From an optimization exercise on the open Yosys and OpenROAD flow, aimed at small area, a short achievable clock period and few clock cycles; shortcuts taken in it are not production practice. Only simulation tests tie the RTL to the original design; equivalence was not proved.

File: design/flow/run.sh
#!/bin/bash
# synth_recipe.tcl (not shown) runs the flow's synth.tcl, then flattens the netlist and writes it again
# the make line also repeats each setting of config.mk as NAME=value (left out here)
make -C /OpenROAD-flow-scripts/flow DESIGN_CONFIG=/design/flow/config.mk WORK_HOME=/design/flow/orfs CLKGATE_MAP_FILE= SYNTH_SCRIPT=/design/flow/synth_recipe.tcl finish
File: design/flow/config.mk
export PLATFORM = sky130hd
export DESIGN_NAME = top_fc
export DESIGN_NICKNAME = top_fc
export VERILOG_FILES = /design/flow/design.v
export SDC_FILE = /design/flow/constraint.sdc
export NUM_CORES = 4
export LEC_CHECK = 0
export CAP_MARGIN = 20
export CORE_MARGIN = 2
export CORE_UTILIZATION = 40
export PLACE_DENSITY = 0.6
export SLEW_MARGIN = 20
File: design/flow/constraint.sdc
create_clock -name core_clock -period 75.0 [get_ports {CLK}]
set_input_delay 15.0000 -clock core_clock [delete_from_list [all_inputs] [get_ports {CLK}]]
set_output_delay 15.0000 -clock core_clock [all_outputs]
set_load 0.01 [all_outputs]
File: design/flow/design.v
module sram_32x32 (
  input  wire [7:0]  addra,
  input  wire        clka,
  input  wire [31:0] dina,
  output reg  [31:0] douta,
  input  wire        ena,
  input  wire        wea
);
  reg [31:0] mem [0:31];
  always @(posedge clka) begin
    if (ena) begin
      if (wea) begin
        mem[addra[4:0]] <= dina;
        douta <= dina;
      end
      else begin
        douta <= mem[addra[4:0]];
      end
    end
  end
endmodule
module sram_32x16 (
  input  wire [5:0]  addra,
  input  wire        clka,
  input  wire [31:0] dina,
  output reg  [31:0] douta,
  input  wire        ena,
  input  wire        wea
);
  reg [31:0] mem [0:15];
  always @(posedge clka) begin
    if (ena) begin
      if (wea) begin
        mem[addra[3:0]] <= dina;
        douta <= dina;
      end
      else begin
        douta <= mem[addra[3:0]];
      end
    end
  end
endmodule
module PE
    #(
      parameter N=32
    )
    (
    input clk, rst_n, en,
    input signed [7:0] in_a, in_b,
    input      in_fin_a,
    output reg signed [7:0] out_a,
    output reg signed [N-1:0] out_c,
    output reg out_fin_a
    );
    always @(posedge clk) begin
        if(!rst_n) begin
            out_a <=0;
            out_c <=0;
            out_fin_a <=0;
        end
        else if(!en) begin
        end
        else if(out_fin_a==1) begin
            out_fin_a <=0;
            out_c <= out_c;
        end
        else begin
            out_c <= out_c + in_a * in_b;
            out_a <= in_a;
            out_fin_a <= in_fin_a;
        end
    end
endmodule
module PE4
    #(
      parameter N = 32  
    )
    (
    input clk, rst_n, en,
    input [31:0] bias,
    input [7:0] in_a,
    input  data_fin_a,
    input [7:0] in_b1, in_b2, in_b3, in_b4,
    output reg [31:0] send_result, 
    output reg all_done
    );
    wire [4*N-1:0]  out_c_all;
    wire signed [7:0] inter1, inter2, inter3;
    wire [3:0]  finish;
    PE #(N) pe1(.clk(clk), .rst_n(rst_n), .en(en), .in_a(in_a[7:0]), .in_b(in_b1[7:0]), .in_fin_a(data_fin_a), .out_a(inter1), .out_fin_a(finish[0]), .out_c(out_c_all[N-1:0]) );
    PE #(N) pe2(.clk(clk), .rst_n(rst_n), .en(en), .in_a(inter1), .in_b(in_b2[7:0]), .in_fin_a(finish[0]), .out_a(inter2), .out_fin_a(finish[1]), .out_c(out_c_all[2*N-1:N]) );
    PE #(N) pe3(.clk(clk), .rst_n(rst_n), .en(en), .in_a(inter2), .in_b(in_b3[7:0]), .in_fin_a(finish[1]), .out_a(inter3), .out_fin_a(finish[2]), .out_c(out_c_all[3*N-1:2*N]) );
    PE #(N) pe4(.clk(clk), .rst_n(rst_n), .en(en), .in_a(inter3), .in_b(in_b4[7:0]), .in_fin_a(finish[2]), .out_a(          ), .out_fin_a(finish[3]), .out_c(out_c_all[4*N-1:3*N]) );
    wire [4*N-1:0] temp;
    wire [31:0] temp_q;     
    reg accumulate_done;
    always @ (posedge clk) begin
        if(!rst_n) begin
            accumulate_done <=0;
            all_done <=0;
        end
        else if(en) begin
            if(finish[3])begin
                accumulate_done <=1;
            end
            if(accumulate_done) begin
                all_done <=1;
            end
            else if(all_done)begin
                all_done <=0;
            end
        end
    end
    always @ (posedge clk) begin
        if(en) case(finish)
            4'b0001: begin
                send_result[31:24]<= temp_q[31:24];
            end
            4'b0010: begin
                send_result[23:16]<= temp_q[23:16];
            end
            4'b0101: begin
                send_result[15:8]<= temp_q[15:8];
            end
            4'b1010: begin
                send_result[7:0]<= temp_q[7:0];
            end
            default:;
        endcase
    end
    assign temp[4*N-1:3*N] = $signed(out_c_all[N-1:0]) + $signed({bias[7:0],{6{1'b0}}});
    assign temp[3*N-1:2*N] = $signed(out_c_all[2*N-1:N]) + $signed({bias[15:8],{6{1'b0}}});
    assign temp[2*N-1:N] = $signed(out_c_all[3*N-1:2*N]) + $signed({bias[23:16],{6{1'b0}}});
    assign temp[N-1:0] = $signed(out_c_all[4*N-1:3*N]) + $signed({bias[31:24],{6{1'b0}}});
    assign temp_q[31] = temp[4*N-1];
    assign temp_q[30:24] = ({(N-14){temp[4*N-1]}} == temp[4*N-2:3*N+13]) ? temp[3*N+12:3*N+6]: {7{!temp[4*N-1]}};
    assign temp_q[23] = temp[3*N-1];
    assign temp_q[22:16] = ({(N-14){temp[3*N-1]}} == temp[3*N-2:2*N+13]) ? temp[2*N+12:2*N+6]: {7{!temp[3*N-1]}};
    assign temp_q[15] = temp[2*N-1];
    assign temp_q[14:8] = ({(N-14){temp[2*N-1]}} == temp[2*N-2:N+13]) ? temp[N+12:N+6]: {7{!temp[2*N-1]}};
    assign temp_q[7] = temp[N-1];
    assign temp_q[6:0] = ({(N-14){temp[N-1]}} == temp[N-2:13]) ? temp[12:6]: {7{!temp[N-1]}};
endmodule
module clk_counter_fc(
  input clk,
  input rstn,
  input start,
  input done,
  output reg [31:0] clk_counter
);
  always @(posedge clk or negedge rstn) begin
      if(!rstn) begin
        clk_counter <= 32'd0;
      end
      else begin
        if(start && !done) begin
          clk_counter <= clk_counter+1;
        end
        else begin
          clk_counter <= clk_counter;
        end
      end
  end
endmodule
module apb_fc
    ( 
    input wire          PCLK,        
    input wire          PRESETB,     
    input wire [31:0]   PADDR,       
    input wire          PSEL,        
    input wire          PENABLE,     
    input wire          PWRITE,      
    input wire [31:0]   PWDATA,      
    input wire [31:0]   clk_counter,
    input wire [31:0]   max_index,
    input wire [0:0]    fc_done,
    output reg [20:0]    receive_size,
    output reg [2:0]     receiveCommand,
    input wire           feature_receive_done,
    input wire           bias_receive_done,
    input wire           weight_receive_done,
    output wire [31:0]  PRDATA 
    ); 
    wire              state_enable;
    wire              state_enable_pre;
    reg [31:0]        prdata_reg;
    assign state_enable = PSEL & PENABLE;
    assign state_enable_pre = PSEL & ~PENABLE;
    always @(posedge PCLK, negedge PRESETB) begin
      if (PRESETB == 1'b0) begin
        prdata_reg <= 32'h00000000;
      end
      else begin
        if (~PWRITE & state_enable_pre) begin
          case ({PADDR[31:2], 2'h0})
            32'h00000000 : prdata_reg <= receiveCommand;
            32'h00000004 : prdata_reg <= receive_size;
            32'h00000008 : prdata_reg <= weight_receive_done;
            32'h0000000c : prdata_reg <= fc_done;
            32'h00000010 : prdata_reg <= feature_receive_done;
            32'h00000014 : prdata_reg <= bias_receive_done;
            32'h0000001c : prdata_reg <= clk_counter;
            32'h00000020 : prdata_reg <= max_index;
            default: prdata_reg <= 32'h0; 
          endcase 
        end 
        else begin 
          prdata_reg <= 32'h0; 
        end 
      end 
    end 
    assign PRDATA = (~PWRITE & state_enable) ? prdata_reg : 32'h00000000;
    always @(posedge PCLK, negedge PRESETB) begin 
      if (PRESETB == 1'b0) begin 
        receiveCommand <= 0;
        receive_size <= 0;
      end 
      else begin 
        if (PWRITE & state_enable) begin 
          case ({PADDR[31:2], 2'h0}) 
            32'h00000000 : begin
              receiveCommand <= PWDATA[2:0];
            end 
            32'h00000004 : begin
              receive_size <= PWDATA[20:0];
            end
            default: ; 
          endcase 
        end 
      end 
    end 
endmodule 
module fc_module #
 (
      parameter integer C_S00_AXIS_TDATA_WIDTH   = 32
 )
 (    
    input wire                                            clk,
    input wire                                            rstn,
    output wire                                           S_AXIS_TREADY,
    input wire [C_S00_AXIS_TDATA_WIDTH-1 : 0]             S_AXIS_TDATA,
    input wire [(C_S00_AXIS_TDATA_WIDTH/8)-1 : 0]         S_AXIS_TKEEP,
    input wire                                            S_AXIS_TUSER,
    input wire                                            S_AXIS_TLAST,
    input wire                                            S_AXIS_TVALID,
    input wire                                            M_AXIS_TREADY,
    output wire                                           M_AXIS_TUSER,
    output wire [C_S00_AXIS_TDATA_WIDTH-1 : 0]            M_AXIS_TDATA,
    output wire [(C_S00_AXIS_TDATA_WIDTH/8)-1 : 0]        M_AXIS_TKEEP,
    output wire                                           M_AXIS_TLAST,
    output wire                                           M_AXIS_TVALID,
    output reg [31:0]                                     max_index,  
    output reg                                            fc_done,
    input[20:0]                                           receive_size,
    input[2:0]                                            receiveCommand,
    output reg                                            feature_receive_done,
    output reg                                            bias_receive_done,
    output reg                                            weight_receive_done
  );
  reg                                           m_axis_tuser;
  reg [C_S00_AXIS_TDATA_WIDTH-1 : 0]            m_axis_tdata;
  reg [(C_S00_AXIS_TDATA_WIDTH/8)-1 : 0]        m_axis_tkeep;
  reg                                           m_axis_tlast;
  reg                                           m_axis_tvalid;
  reg                                          s_axis_tready;
  reg                                          is_last_layer;
  assign S_AXIS_TREADY = s_axis_tready;
  assign M_AXIS_TDATA = m_axis_tdata;
  assign M_AXIS_TLAST = m_axis_tlast;
  assign M_AXIS_TVALID = m_axis_tvalid;
  assign M_AXIS_TUSER = 1'b0;
  assign M_AXIS_TKEEP = {(C_S00_AXIS_TDATA_WIDTH/8) {1'b1}}; 
  reg[3:0] currState, nextState;
  reg[20:0] receiveCount;
  reg[20:0] weightLineSize;  
  reg[6:0] weightReceiveCountSize;  
  reg[7:0] sendRowCount;
  reg[7:0] featureRamAddr;
  wire[31:0] featureDataOut;
  reg featureRamEna;
  wire featureRamEnaWire, featureRamWriteEna;
  reg[5:0] biasRamAddr;
  wire[31:0] biasDataOut;
  reg biasRamEna;
  wire biasRamEnaWire, biasRamWriteEna;
  reg[7:0] weightRamAddr[3:0];
  wire[31:0] weightDataOut[3:0];
  reg[3:0] weightRamEna;
  wire[3:0] weightRamEnaWire, weightRamWriteEna;
  localparam Idle = 4'd0;
  localparam FeatureReceive = 4'd1;
  localparam FeatureReceiveDone = 4'd2;
  localparam BiasReceive = 4'd3;
  localparam BiasReceiveDone = 4'd4;
  localparam WeightReceive_0 = 4'd5;
  localparam WeightReceive_1 = 4'd6;
  localparam WeightReceive_2 = 4'd7;
  localparam WeightReceive_3 = 4'd8;
  localparam WeightReceiveDone = 4'd9;
  localparam Calculate = 4'd10;
  localparam Send = 4'd11;
  localparam Finish = 4'd12;
  localparam FeatureReceiveCommand = 3'd1;
  localparam BiasReceiveCommand = 3'd2;
  localparam WeightReceiveCommand = 3'd4;
  localparam FCStartCommand = 3'd5;
  assign featureRamEnaWire = (currState == FeatureReceive) ? S_AXIS_TVALID && S_AXIS_TREADY : featureRamEna;
  assign featureRamWriteEna = (currState == FeatureReceive) ? S_AXIS_TVALID && S_AXIS_TREADY : 0;
  assign biasRamEnaWire = (currState == BiasReceive) ? S_AXIS_TVALID && S_AXIS_TREADY : biasRamEna;
  assign biasRamWriteEna = (currState == BiasReceive) ? S_AXIS_TVALID && S_AXIS_TREADY : 0;
  assign weightRamEnaWire[0] = (currState == WeightReceive_0) ? {4{S_AXIS_TVALID && S_AXIS_TREADY}} : weightRamEna[0];
  assign weightRamEnaWire[1] = (currState == WeightReceive_1) ? {4{S_AXIS_TVALID && S_AXIS_TREADY}} : weightRamEna[1];
  assign weightRamEnaWire[2] = (currState == WeightReceive_2) ? {4{S_AXIS_TVALID && S_AXIS_TREADY}} : weightRamEna[2];
  assign weightRamEnaWire[3] = (currState == WeightReceive_3) ? {4{S_AXIS_TVALID && S_AXIS_TREADY}} : weightRamEna[3];
  assign weightRamWriteEna[0] = (currState == WeightReceive_0) ? {4{S_AXIS_TVALID && S_AXIS_TREADY}} : 0;
  assign weightRamWriteEna[1] = (currState == WeightReceive_1) ? {4{S_AXIS_TVALID && S_AXIS_TREADY}} : 0;
  assign weightRamWriteEna[2] = (currState == WeightReceive_2) ? {4{S_AXIS_TVALID && S_AXIS_TREADY}} : 0;
  assign weightRamWriteEna[3] = (currState == WeightReceive_3) ? {4{S_AXIS_TVALID && S_AXIS_TREADY}} : 0;
  sram_32x32 featureRam(.addra(featureRamAddr), .clka(clk), .dina(S_AXIS_TDATA), .douta(featureDataOut), 
                          .ena(featureRamEnaWire), .wea(featureRamWriteEna));
  sram_32x16 biasRam(.addra(biasRamAddr), .clka(clk), .dina(S_AXIS_TDATA), .douta(biasDataOut), 
                          .ena(biasRamEnaWire), .wea(biasRamWriteEna));                          
  sram_32x32 weightRam_0(.addra(weightRamAddr[0]), .clka(clk), .dina(S_AXIS_TDATA), .douta(weightDataOut[0]), 
                          .ena(weightRamEnaWire[0]), .wea(weightRamWriteEna[0]));
  sram_32x32 weightRam_1(.addra(weightRamAddr[1]), .clka(clk), .dina(S_AXIS_TDATA), .douta(weightDataOut[1]), 
                          .ena(weightRamEnaWire[1]), .wea(weightRamWriteEna[1]));
  sram_32x32 weightRam_2(.addra(weightRamAddr[2]), .clka(clk), .dina(S_AXIS_TDATA), .douta(weightDataOut[2]), 
                          .ena(weightRamEnaWire[2]), .wea(weightRamWriteEna[2]));
  sram_32x32 weightRam_3(.addra(weightRamAddr[3]), .clka(clk), .dina(S_AXIS_TDATA), .douta(weightDataOut[3]), 
                          .ena(weightRamEnaWire[3]), .wea(weightRamWriteEna[3]));
  reg[20:0]PE_feature_count; 
  reg[1:0] PE_count;  
  wire[31:0] send_data;
  wire       PE_calc_done;
  reg       PE_in_done;
  reg       PE_clk;
  reg       PE_set;
  reg       PE_reset_n;
  wire signed[7:0] PE_feature_data;
  wire signed[7:0] PE_weight_data1;
  wire signed[7:0] PE_weight_data2;
  wire signed[7:0] PE_weight_data3;
  wire signed[7:0] PE_weight_data4;
  wire [7:0] PE_current_max;
  wire [7:0] PE_current_max0;
  wire [7:0] PE_current_max1;
  reg [7:0] fc_max;
  reg [2:0] max_count;
  reg       PE_clk_q;
  wire      PE_tick;
  assign PE_tick = PE_clk & ~PE_clk_q;
  always @(posedge clk) begin
    PE_clk_q <= PE_clk;
  end
  PE4      PE4(.clk(clk), .rst_n(PE_reset_n), .en(PE_tick), .bias(biasDataOut), .in_a(PE_feature_data), .data_fin_a(PE_in_done),
               .in_b1(PE_weight_data1), .in_b2(PE_weight_data2), .in_b3(PE_weight_data3), .in_b4(PE_weight_data4),
               .send_result(send_data[31:0]), .all_done(PE_calc_done) );
  assign PE_feature_data =(PE_feature_count <1 || PE_feature_count>weightLineSize) ? {8{1'b0}}: (PE_count==1) ? featureDataOut[7:0]:(PE_count==2)? featureDataOut[15:8]: (PE_count==3)? featureDataOut[23:16]: featureDataOut[31:24];
  assign PE_weight_data1 =(PE_feature_count <1 || PE_feature_count>weightLineSize) ? {8{1'b0}}: (PE_count==1) ? weightDataOut[0][7:0]:(PE_count==2)? weightDataOut[0][15:8]: (PE_count==3)? weightDataOut[0][23:16]: weightDataOut[0][31:24];
  assign PE_weight_data2 =(PE_feature_count <2 || PE_feature_count>weightLineSize+1) ? {8{1'b0}}: (PE_count==1) ? weightDataOut[1][31:24]:(PE_count==2)? weightDataOut[1][7:0]: (PE_count==3)? weightDataOut[1][15:8]: weightDataOut[1][23:16];
  assign PE_weight_data3 =(PE_feature_count <3 || PE_feature_count > weightLineSize+2) ? {8{1'b0}}: (PE_count==1) ? weightDataOut[2][23:16]:(PE_count==2)? weightDataOut[2][31:24]: (PE_count==3)? weightDataOut[2][7:0]: weightDataOut[2][15:8];
  assign PE_weight_data4 =(PE_feature_count <4 || PE_feature_count > weightLineSize+3) ? {8{1'b0}}: (PE_count==1) ? weightDataOut[3][15:8]:(PE_count==2)? weightDataOut[3][23:16]: (PE_count==3)? weightDataOut[3][31:24]: weightDataOut[3][7:0];
  assign PE_current_max0 = ($signed(send_data[31:24]) > $signed(send_data[23:16])) ? send_data[31:24]:send_data[23:16];
  assign PE_current_max1 = ($signed(send_data[15:8]) > $signed(send_data[7:0])) ? send_data[15:8]:send_data[7:0];
  assign PE_current_max = ($signed(PE_current_max0) > $signed(PE_current_max1)) ? PE_current_max0:PE_current_max1;
  always @(posedge clk or negedge rstn) begin
    if(!rstn) begin
      currState <= Idle;
    end
    else begin
      currState <= nextState;
    end
  end
  always @(*) begin
    case(currState)
      Idle: begin
        if(receiveCommand == FeatureReceiveCommand) begin
          nextState = FeatureReceive;
        end
        else begin
          nextState = Idle;
        end
      end
      FeatureReceive: begin
        if(receiveCount == receive_size / 4 - 1 && S_AXIS_TVALID) begin
          nextState = FeatureReceiveDone;
        end
        else begin
          nextState = FeatureReceive;
        end
      end
      FeatureReceiveDone: begin
        if(receiveCommand == BiasReceiveCommand) begin
          nextState = BiasReceive;
        end
        else begin
          nextState = FeatureReceiveDone;
        end
      end
      BiasReceive: begin
        if(!is_last_layer) begin
            if(receiveCount == receive_size / 4 - 1 && S_AXIS_TVALID) begin
              nextState = BiasReceiveDone;
            end
            else begin
              nextState = BiasReceive;
            end
        end
        else begin
            if(receiveCount == receive_size / 4 && S_AXIS_TVALID) begin
              nextState = BiasReceiveDone;
            end
            else begin
              nextState = BiasReceive;
            end
        end
      end
      BiasReceiveDone: begin
        if(receiveCommand == WeightReceiveCommand) begin
          nextState = WeightReceive_0;
        end
        else begin
          nextState = BiasReceiveDone;
        end
      end
      WeightReceive_0: begin
        if(receiveCount == weightLineSize / 4 - 1 && S_AXIS_TVALID) begin
          nextState = WeightReceive_1;
        end
        else begin
          nextState = WeightReceive_0;
        end
      end
      WeightReceive_1: begin
        if(receiveCount == weightLineSize / 4 - 1 && S_AXIS_TVALID) begin
            if(sendRowCount == 2 && is_last_layer) begin
                nextState = WeightReceiveDone;
            end
            else begin
                 nextState = WeightReceive_2;
            end
        end
        else begin
          nextState = WeightReceive_1;
        end
      end
      WeightReceive_2: begin
        if(receiveCount == weightLineSize / 4 - 1 && S_AXIS_TVALID) begin
          nextState = WeightReceive_3;
        end
        else begin
          nextState = WeightReceive_2;
        end
      end
      WeightReceive_3: begin
        if(receiveCount == weightLineSize / 4 - 1 && S_AXIS_TVALID) begin
          nextState = WeightReceiveDone;
        end
        else begin
          nextState = WeightReceive_3;
        end
      end
      WeightReceiveDone:begin
        if(receiveCommand == FCStartCommand) begin
          nextState = Calculate;
        end
        else begin
          nextState = WeightReceiveDone;
        end
      end
      Calculate: begin
        if(PE_calc_done) begin
          nextState = Send;
        end
        else begin
          nextState = Calculate;
        end
      end
      Send: begin
        if(m_axis_tvalid && M_AXIS_TREADY&& is_last_layer==0)begin
            if(sendRowCount == weightReceiveCountSize - 1) begin
                nextState = Finish;
            end
            else begin
                nextState = WeightReceive_0;
            end
        end
        else if(m_axis_tvalid && M_AXIS_TREADY&& is_last_layer==1) begin
            if(sendRowCount == weightReceiveCountSize && max_count==2) begin
                nextState = Finish;
            end
            else if(sendRowCount < weightReceiveCountSize && max_count==4) begin
                nextState = WeightReceive_0;
            end
            else begin
                nextState = Send;
            end
        end
        else begin
            nextState = Send;
        end
      end
      Finish: begin
        if(receiveCommand == 0) begin
          nextState = Idle;
        end
        else begin
          nextState = Finish;
        end
      end
      default: begin
        nextState = Idle;
      end
    endcase
  end
  always @(posedge clk) begin
    case(currState)
      Idle: begin
        receiveCount <= 0;
        weightLineSize <= 0;
        weightReceiveCountSize <= 0;
        s_axis_tready <= 0;
        m_axis_tdata <= 0;
        m_axis_tvalid <= 0;
        m_axis_tlast <= 0;
        featureRamAddr <= 0;
        featureRamEna <= 0;
        feature_receive_done <= 0;
        biasRamAddr <= 0;
        biasRamEna <= 0;
        bias_receive_done <= 0;
        weightRamAddr[0] <= 0;
        weightRamAddr[1] <= 0;
        weightRamAddr[2] <= 0;
        weightRamAddr[3] <= 0;
        weightRamEna <= 4'b0;
        weight_receive_done <= 0;
        is_last_layer <= 0;
        fc_done <= 0;
        sendRowCount <=0;
        PE_feature_count<=0; 
        PE_count<=0;  
        PE_in_done<=0;
        PE_clk<=0;
        PE_set<=0;
        PE_reset_n<=0;
        fc_max <=8'sb10000000;
        max_count <=0;
      end
      FeatureReceive: begin
        if(!s_axis_tready) begin
          s_axis_tready <= 1;
          featureRamEna <= 1;
        end
        else if(S_AXIS_TVALID) begin
          if(nextState == FeatureReceiveDone) begin
            receiveCount <= 0;
            s_axis_tready <= 0;
            featureRamEna <= 0;
            featureRamAddr <= 0;
          end
          else begin
            receiveCount <= receiveCount + 1;
            featureRamAddr <= featureRamAddr + 1;
            featureRamEna <= 1;
          end
        end
        else begin
          featureRamEna <= 0;
        end
        if(receive_size == 64)begin
            is_last_layer <= 1;
        end
        weightLineSize <= receive_size;
      end
      FeatureReceiveDone: begin
        if(!feature_receive_done) begin
          feature_receive_done <= 1;
        end
        else if(nextState == BiasReceive) begin
          feature_receive_done <= 0;
        end
      end
      BiasReceive: begin
        if(!s_axis_tready) begin
          s_axis_tready <= 1;
          biasRamEna <= 1;
        end
        else if(S_AXIS_TVALID) begin
          if(nextState == BiasReceiveDone) begin
            receiveCount <= 0;
            s_axis_tready <= 0;
            biasRamEna <= 0;
            biasRamAddr <= 0;
          end
          else begin
            receiveCount <= receiveCount + 1;
            biasRamAddr <= biasRamAddr + 1;
            biasRamEna <= 1;
          end
        end
        else begin
          biasRamEna <= 0;
        end
      end
      BiasReceiveDone: begin
        if(!bias_receive_done) begin
          bias_receive_done <= 1;
        end
        else if(nextState == WeightReceive_0) begin
          bias_receive_done <= 0;
        end
      end
      WeightReceive_0: begin
        if(!s_axis_tready) begin
          s_axis_tready <= 1;
          weightRamEna[0] <= 1;
        end
        else if(S_AXIS_TVALID) begin
          if(nextState == WeightReceive_1) begin
            receiveCount <= 0;
            s_axis_tready <= 0;
            weightRamEna[0] <= 0;
            weightRamAddr[0] <= 0;
          end
          else begin
            receiveCount <= receiveCount + 1;
            weightRamAddr[0] <= weightRamAddr[0] + 1;
            weightRamEna[0] <= 1;
          end
        end
        else begin
          weightRamEna[0] <= 0;
        end
        weightReceiveCountSize <= (receive_size / weightLineSize) / 4;
      end
      WeightReceive_1: begin
        if(!s_axis_tready) begin
          s_axis_tready <= 1;
          weightRamEna[1] <= 1;
        end
        else if(S_AXIS_TVALID) begin
          if(nextState != WeightReceive_1) begin
            receiveCount <= 0;
            s_axis_tready <= 0;
            weightRamEna[1] <= 0;
            weightRamAddr[1] <= 0;
            PE_reset_n <=0;
          end
          else begin
            receiveCount <= receiveCount + 1;
            weightRamAddr[1] <= weightRamAddr[1] + 1;
            weightRamEna[1] <= 1;
          end
        end
        else begin
          weightRamEna[1] <= 0;
        end
      end
      WeightReceive_2: begin
        if(!s_axis_tready) begin
          s_axis_tready <= 1;
          weightRamEna[2] <= 1;
        end
        else if(S_AXIS_TVALID) begin
          if(nextState == WeightReceive_3) begin
            receiveCount <= 0;
            s_axis_tready <= 0;
            weightRamEna[2] <= 0;
            weightRamAddr[2] <= 0;
          end
          else begin
            receiveCount <= receiveCount + 1;
            weightRamAddr[2] <= weightRamAddr[2] + 1;
            weightRamEna[2] <= 1;
          end
        end
        else begin
          weightRamEna[2] <= 0;
        end
      end
      WeightReceive_3: begin
        if(!s_axis_tready) begin
          s_axis_tready <= 1;
          weightRamEna[3] <= 1;
        end
        else if(S_AXIS_TVALID) begin
          if(nextState == WeightReceiveDone) begin
            receiveCount <= 0;
            s_axis_tready <= 0;
            weightRamEna[3] <= 0;
            weightRamAddr[3] <= 0;
            PE_reset_n <=0;
          end
          else begin
            receiveCount <= receiveCount + 1;
            weightRamAddr[3] <= weightRamAddr[3] + 1;
            weightRamEna[3] <= 1;
          end
        end
        else begin
          weightRamEna[3] <= 0;
        end
      end
      WeightReceiveDone: begin
        if(!weight_receive_done) begin
          weight_receive_done <= 1;
        end
        else if(nextState == Calculate) begin
          weight_receive_done <= 0;
          featureRamEna <=0;
          weightRamEna[3:0]<=0;
        end
      end
      Calculate: begin
        biasRamEna           <=1;
        if(PE_calc_done) begin
            PE_clk <=0;
            PE_set <=0;
            PE_reset_n <=0;
            PE_in_done<=0;
            PE_count <=0;
            PE_feature_count <=0;
            featureRamAddr[0] <=0;
            biasRamAddr <= biasRamAddr +1;
            if(is_last_layer) begin
               m_axis_tdata[31:0] <= {send_data[7:0],send_data[15:8],send_data[23:16],send_data[31:24]};
            end
            else begin
               m_axis_tdata[31:24] <= (send_data[7])? {8{1'b0}} :send_data[7:0];
               m_axis_tdata[23:16] <= (send_data[15])? {8{1'b0}} :send_data[15:8];
               m_axis_tdata[15:8] <= (send_data[23])? {8{1'b0}} :send_data[23:16];
               m_axis_tdata[7:0] <= (send_data[31])? {8{1'b0}} :send_data[31:24];
            end
        end
        else if(PE_in_done & PE_clk) begin
            PE_clk <=0;
        end
        else if(PE_set)begin
            PE_clk   <=0;
            PE_set   <=0;
            PE_feature_count <= PE_feature_count+1;
            PE_count <= PE_count +1;
        end
        else begin
            PE_clk <=1;
            if(!PE_reset_n) begin
                PE_reset_n <=1;
            end
            else if(PE_count==2'b00)begin
                if(PE_feature_count==0) begin
                    featureRamEna   <= 1;
                    weightRamEna[0] <= 1;
                end
                else if(PE_in_done) begin
                    weightRamEna[3]  <=0;
                end
                else begin
                    featureRamAddr <= featureRamAddr +1;
                    weightRamAddr[0] <= weightRamAddr[0] +1;
                end
                PE_set               <= 1;
            end
            else if(PE_count ==2'b01) begin
                if(PE_feature_count==1)begin
                    weightRamEna[1] <= 1;
                end
                else if(PE_in_done) begin
                    featureRamEna  <=0;
                    weightRamEna[0] <=0;
                end
                else begin
                    weightRamAddr[1] <= weightRamAddr[1]+1;
                end
                PE_set               <= 1;
            end
            else if(PE_count ==2'b10) begin
                if(PE_feature_count==2) begin
                    weightRamEna[2]<= 1;
                end
                else if(PE_in_done) begin
                    weightRamEna[1]  <=0;
                end
                else begin
                    weightRamAddr[2] <= weightRamAddr[2]+1;
                end
                PE_set               <= 1;
            end
            else if(PE_count ==2'b11) begin
                if(PE_feature_count==3) begin
                    weightRamEna[3] <= 1;
                end
                else if(PE_in_done) begin
                    weightRamEna[2]  <=0;
                end
                else begin
                    weightRamAddr[3] <= weightRamAddr[3]+1;
                end
                PE_set               <= 1;
            end
            if(PE_feature_count ==weightLineSize) begin
                PE_in_done <=1;
            end
        end
      end
      Send: begin
        if(is_last_layer && max_count <2 && sendRowCount == 2) begin
            if($signed(fc_max) < $signed(m_axis_tdata[(max_count*8)+:8])) begin
                fc_max <= m_axis_tdata[(max_count*8)+:8];
                max_index <= max_count + (sendRowCount*4);
            end
            max_count <= max_count +1;
            m_axis_tdata <= {{16{1'b0}} , m_axis_tdata[15:0]};
        end
        else if(is_last_layer && max_count <4 && sendRowCount < 2) begin
            if($signed(fc_max) < $signed(m_axis_tdata[(max_count*8)+:8])) begin
                fc_max <= m_axis_tdata[(max_count*8)+:8];
                max_index <= max_count + (sendRowCount*4);
            end
            max_count <= max_count +1; 
        end
        else if(!m_axis_tvalid) begin
            m_axis_tvalid <=1;
            if(is_last_layer) begin
                if(sendRowCount == weightReceiveCountSize) begin
                     m_axis_tlast <=1;
                end
            end
            else if(sendRowCount == weightReceiveCountSize-1) begin
                m_axis_tlast <=1;
            end
        end
        else if(M_AXIS_TREADY) begin
            m_axis_tvalid <=0;
            m_axis_tlast <=0;
            m_axis_tdata <=0;
            sendRowCount <= sendRowCount +1;
            max_count <= 0;
            featureRamAddr <= 0;
            weightRamAddr[0] <= 0;
            weightRamAddr[1] <= 0;
            weightRamAddr[2] <= 0;
            weightRamAddr[3] <= 0;
        end
      end
      Finish: begin
        if(!fc_done) begin
            fc_done <=1;
        end
      end
    endcase
  end
endmodule
`timescale 1ns / 1ps
module top_fc #
(
   parameter integer C_S00_AXIS_TDATA_WIDTH   = 32
)
(
    input wire                                        CLK,
    input wire                                        RESETN,
    output wire                                       S_AXIS_TREADY,
    input wire [C_S00_AXIS_TDATA_WIDTH-1 : 0]         S_AXIS_TDATA,
    input wire [(C_S00_AXIS_TDATA_WIDTH/8)-1 : 0]     S_AXIS_TKEEP,
    input wire                                        S_AXIS_TUSER,
    input wire                                        S_AXIS_TLAST,
    input wire                                        S_AXIS_TVALID,
    input wire                                        M_AXIS_TREADY,
    output wire                                       M_AXIS_TUSER,
    output wire [C_S00_AXIS_TDATA_WIDTH-1 : 0]        M_AXIS_TDATA,
    output wire [(C_S00_AXIS_TDATA_WIDTH/8)-1 : 0]    M_AXIS_TKEEP,
    output wire                                       M_AXIS_TLAST,
    output wire                                       M_AXIS_TVALID,
    input wire [31:0]                                 PADDR,
    input wire                                        PENABLE,
    input wire                                        PSEL,
    input wire                                        PWRITE,
    input wire [31:0]                                 PWDATA,
    output wire [31:0]                                PRDATA,
    output wire                                       PREADY,
    output wire                                       PSLVERR
    );
    wire          fc_start;
    wire          fc_done;
    wire [31:0]   clk_counter;
    wire [31:0]   max_index;
    assign fc_start = 1'b0;
    assign PREADY = 1'b1;
    assign PSLVERR = 1'b0;
    wire[20:0] receive_size;
    wire[2:0] receiveCommand;
    wire feature_receive_done;
    wire bias_receive_done;
    wire weight_receive_done;
clk_counter_fc u_clk_counter(
        .clk(CLK),
        .rstn(RESETN),
        .start(fc_start),
        .done(fc_done),
        .clk_counter(clk_counter)
    );
apb_fc u_apb_fc(
        .PCLK(CLK),
        .PRESETB(RESETN),
        .PADDR({16'd0,PADDR[15:0]}),
        .PSEL(PSEL),
        .PENABLE(PENABLE),
        .PWRITE(PWRITE),
        .PWDATA(PWDATA),
        .fc_done(fc_done),
        .clk_counter(clk_counter),
        .max_index(max_index),
        .PRDATA(PRDATA),
        .receive_size(receive_size),
        .receiveCommand(receiveCommand),
        .feature_receive_done(feature_receive_done),
        .bias_receive_done(bias_receive_done),
        .weight_receive_done(weight_receive_done)
      );
fc_module u_fc(
        .clk(CLK),
        .rstn(RESETN),
        .S_AXIS_TREADY(S_AXIS_TREADY),
        .S_AXIS_TDATA(S_AXIS_TDATA),
        .S_AXIS_TKEEP(S_AXIS_TKEEP),
        .S_AXIS_TUSER(S_AXIS_TUSER),
        .S_AXIS_TLAST(S_AXIS_TLAST),
        .S_AXIS_TVALID(S_AXIS_TVALID),
        .M_AXIS_TREADY(M_AXIS_TREADY),
        .M_AXIS_TUSER(M_AXIS_TUSER),
        .M_AXIS_TDATA(M_AXIS_TDATA),
        .M_AXIS_TKEEP(M_AXIS_TKEEP),
        .M_AXIS_TLAST(M_AXIS_TLAST),
        .M_AXIS_TVALID(M_AXIS_TVALID),
        .max_index(max_index),
        .fc_done(fc_done),
        .receive_size(receive_size),
        .receiveCommand(receiveCommand),
        .feature_receive_done(feature_receive_done),
        .bias_receive_done(bias_receive_done),
        .weight_receive_done(weight_receive_done)
      );
endmodule
==> reports/results.ini <==
[setup_path]
cp-end-kind=flop
path_max_fanout=13
cp-startpoint=u_fc.weightLineSize[10]$_SDFFCE_PN0P_
reg2regPathDepth=343
reg2reg_slack_ns=3.79
endpoint=u_fc.weightReceiveCountSize[0]$_SDFFCE_PN0P_
cpPeakStageDelay_ns=0.63
crit_family=compound AO/OA/AOI/OAI gates
reg2reg_to=u_fc.weightReceiveCountSize[0]$_SDFFCE_PN0P_
r2r-start=u_fc.weightLineSize[10]$_SDFFCE_PN0P_
crit_cells=343
crit_slowest_cell=or4b_2
cp_data_required_time_ns=75.83
cp.buffers_inverters=33
critPathLaunchType=flop
crit_type=flop to flop
critPathArrivalTime_ns=72.04
crit_top_cell=o21a_1

[timing]
fin_skew_ns=0.1083
report.final.hold_viol_count=0
slew_viol_final=0
tns_ns=0
slew_headroom_pct=13.30
worst_pin_slew_ns=1.301
setup_viol=0
min_period_over_period_pct=94.95
post-route-min-period_ns=71.21
fmax_mhz=14.04

[yosys]
yosysTopAreaCell=edfxtp_1
synthSimpleGateAreaFrac_pct=5.807
synth_area_leaders=edfxtp_1 (63%), mux4_2 (12%), ha_1 (4.0%)
synth_fa_ha_area_share_pct=5.587
synth_most_common_cell=edfxtp_1
ys_ff_latch=6245
syn_avg_cell_area_um2=16.24
synth_top_area_share_pct=63.49
synth_edf_count=6037
synth-async-reset-ratio_pct=0.7846
synth_warnings=9
ys_types=120
synth_top_family_by_area=multiplexers
synth_ff_type=edfxtp_1
syn-instance-count=17579
synth-compound-area-share_pct=6.258
synthesis.area_mm2=0.2855
ys_top_cells_by_count=edfxtp_1 (6037), mux4_2 (1461), nor2_1 (1080), ha_1 (903), nand2_1 (810)
synth_mux_area_share_pct=13.42
synth_xor_area_share_pct=1.945
seq_area_frac_synth_pct=65.04

[die]
die_x_um=848.9
core-area_mm2=0.7117
rows=310
ios=183
dieArea_mm2=0.7206
die_h_um=848.9
start_util_pct=40.11

[clock_tree]
cts_tree=built
htreeDepth=6
cts_sinks=6245
clk_latency_ns=1.17
cts_buffer_depth=4
clk_pin_slew_ns=0.07
numCtsBuffers=641
clock-root-buffer=clkbuf_16

[place]
finalWeightedCongestion=0.8571
port_buffers=129
dpl.hpwl_um=469900
dpl_cell_area_mm2=0.3078

[worst_hold_path]
hold_path.class=flop to flop

[status]
outcome=finished clean

[grt]
overflow=0
grt_util_all_layers_pct=20.77
grt_pass1_vias=163964
antenna_found_initial=36
grt_max_degree=133
grt_pass1_wl_um=1119000

[route]
first_iter_violations=17583
wl_um=770600
dr.pass1.iters=8
drc_errors=0
via_per_inst=5.647
wire_per_inst_um=26.56
route.vias.total=163857
drtAntennaViolNets=0

[layout]
design_area_mm2=0.3292
drive_gt1_share_pct=23.55
seqCellArea_mm2=0.1857
syn2layout_area_growth_pct=15.31
nets=20201
multiInputGateArea_mm2=0.09669
num-fill-cells=60677

[job]
max-cap-violations=0

## worst min-delay path, cell delays in order (launching register included)
cell and delay, ns:
dfxtp_1 0.31, nand2_1 0.05, a21boi_0 0.06
## placed cells by master, fill, tap and decap left out, drive strengths merged, types with 62 or more instances in the layout
master	instances
a21boi	97
a21o	135
a21oi	780
a221oi	73
a22oi	328
and2	301
and3	110
buf	1411
clkbuf	825
clkdlybuf4s50	96
clkinv	278
dfxtp	159
edfxtp	6037
fa	232
ha	903
inv	649
mux2	321
mux2i	179
mux4	1461
nand2	811
nand2b	115
nand3	249
nand4	86
nor2	1082
nor2b	136
nor3	257
nor4	62
o21a	167
o21ai	461
o21bai	111
or2	76
or3	98
xnor2	453
xor2	181
## worst min path at each step
| stage | startpoint | endpoint | slack, ns | cells past startpoint |
|---|---|---|---|---|
| floorplan | u_fc.PE_clk$_DFFE_PN_ | u_fc.PE_clk_q$_DFF_P_ | 0.44 | 0 |
| global placement | u_fc.PE4.pe3.out_c[0]$_SDFFE_PN0P_ | u_fc.PE4.pe3.out_c[0]$_SDFFE_PN0P_ | 0.46 | 2 |
| CTS | u_fc.PE4.pe3.out_c[0]$_SDFFE_PN0P_ | u_fc.PE4.pe3.out_c[0]$_SDFFE_PN0P_ | 0.47 | 2 |
| global route | u_fc.PE4.send_result[30]$_DFFE_PP_ | u_fc.m_axis_tdata[6]$_SDFFCE_PN0P_ | 0.49 | 1 |
| detailed placement | u_fc.PE4.pe3.out_c[0]$_SDFFE_PN0P_ | u_fc.PE4.pe3.out_c[0]$_SDFFE_PN0P_ | 0.47 | 2 |
| finish | u_fc.PE4.pe3.out_c[0]$_SDFFE_PN0P_ | u_fc.PE4.pe3.out_c[0]$_SDFFE_PN0P_ | 0.47 | 2 |
## final cells by class
cell class / instances / area share [%]
Clock buffer: 804 / 5.129
Sequential cell: 6245 / 56.41
Multi-Input combinational cell: 9919 / 29.37
Tap cell: 9516 / 3.617
Inverter: 622 / 0.7092
Clock inverter: 363 / 1.084
Antenna cell: 18 / 0.01368
Timing Repair Buffer: 1528 / 3.673
## repair_timing
action / 4_1_cts / 5_1_grt
buffers inserted: 0 / 19
hold buffers: 0 / 0
resized for setup: 0 / 159
setup endpoints to repair: 0 / 2
## layer usage
layer	vias up	track usage (%)	part of all wire, %
met4	4	5.321	2.8
met3	1006	2.949	7.1
li1	72134	-	-
met1	84953	29.47	43
met5	-	0	0.0034
met2	5760	33.92	47
## cells by family after synthesis
logic type | count (synthesis)
DFF | 6245
and+or+nand+nor | 3466
AOI/OAI and AO/OA | 2698
muxes | 1961
buffers and inverters | 1437
adders and majority gates | 1136
xor gates and xnor gates | 634
other | 2
## through the flow
step	hold slack, ns	setup WS, ns	utilization (%)	instances
after detailed placement	0.4663	0.6417	43.25	27809
after floorplan	0.4381	0.08704	-	17601
after global routing	0.4905	-0.1570	46.25	29000
after global placement	0.4571	0.8740	43.24	27807
final	0.4693	3.790	46.25	29015
after CTS	0.4741	0.2019	46.12	28976
Testbench counts, summed over its fixed seeds: cycles 40,674.

afterwards: timing with drivers on the ports:
In the flow no input, the clock included, has a driving cell. The finished layout below was timed again as built, in two steps. Step 1 assumes that a clkbuf_16 drives the clock port and a buf_2 every other input. Step 2 moves the port delays by t, midway between the first and last clock arrival at a register: inputs arrive t later, outputs are due t later. That takes back most of the time a late clock gives input paths. a / b / c = ideal / step 1 / step 2; a / b = the first two.
t, ns: 1.236
setup WS [ns]: 3.790 / 3.790 / 3.790
hold WS [ns]: 0.469 / 0.469 / 0.469
worst data-port slew with drivers (ns): 0.23
cell pins on the clock port's net: 1
After both steps this run still meets setup and hold. For this run, drivers alone change the setup slack by 0.000 ns; drivers and shift together by 0.000 ns.
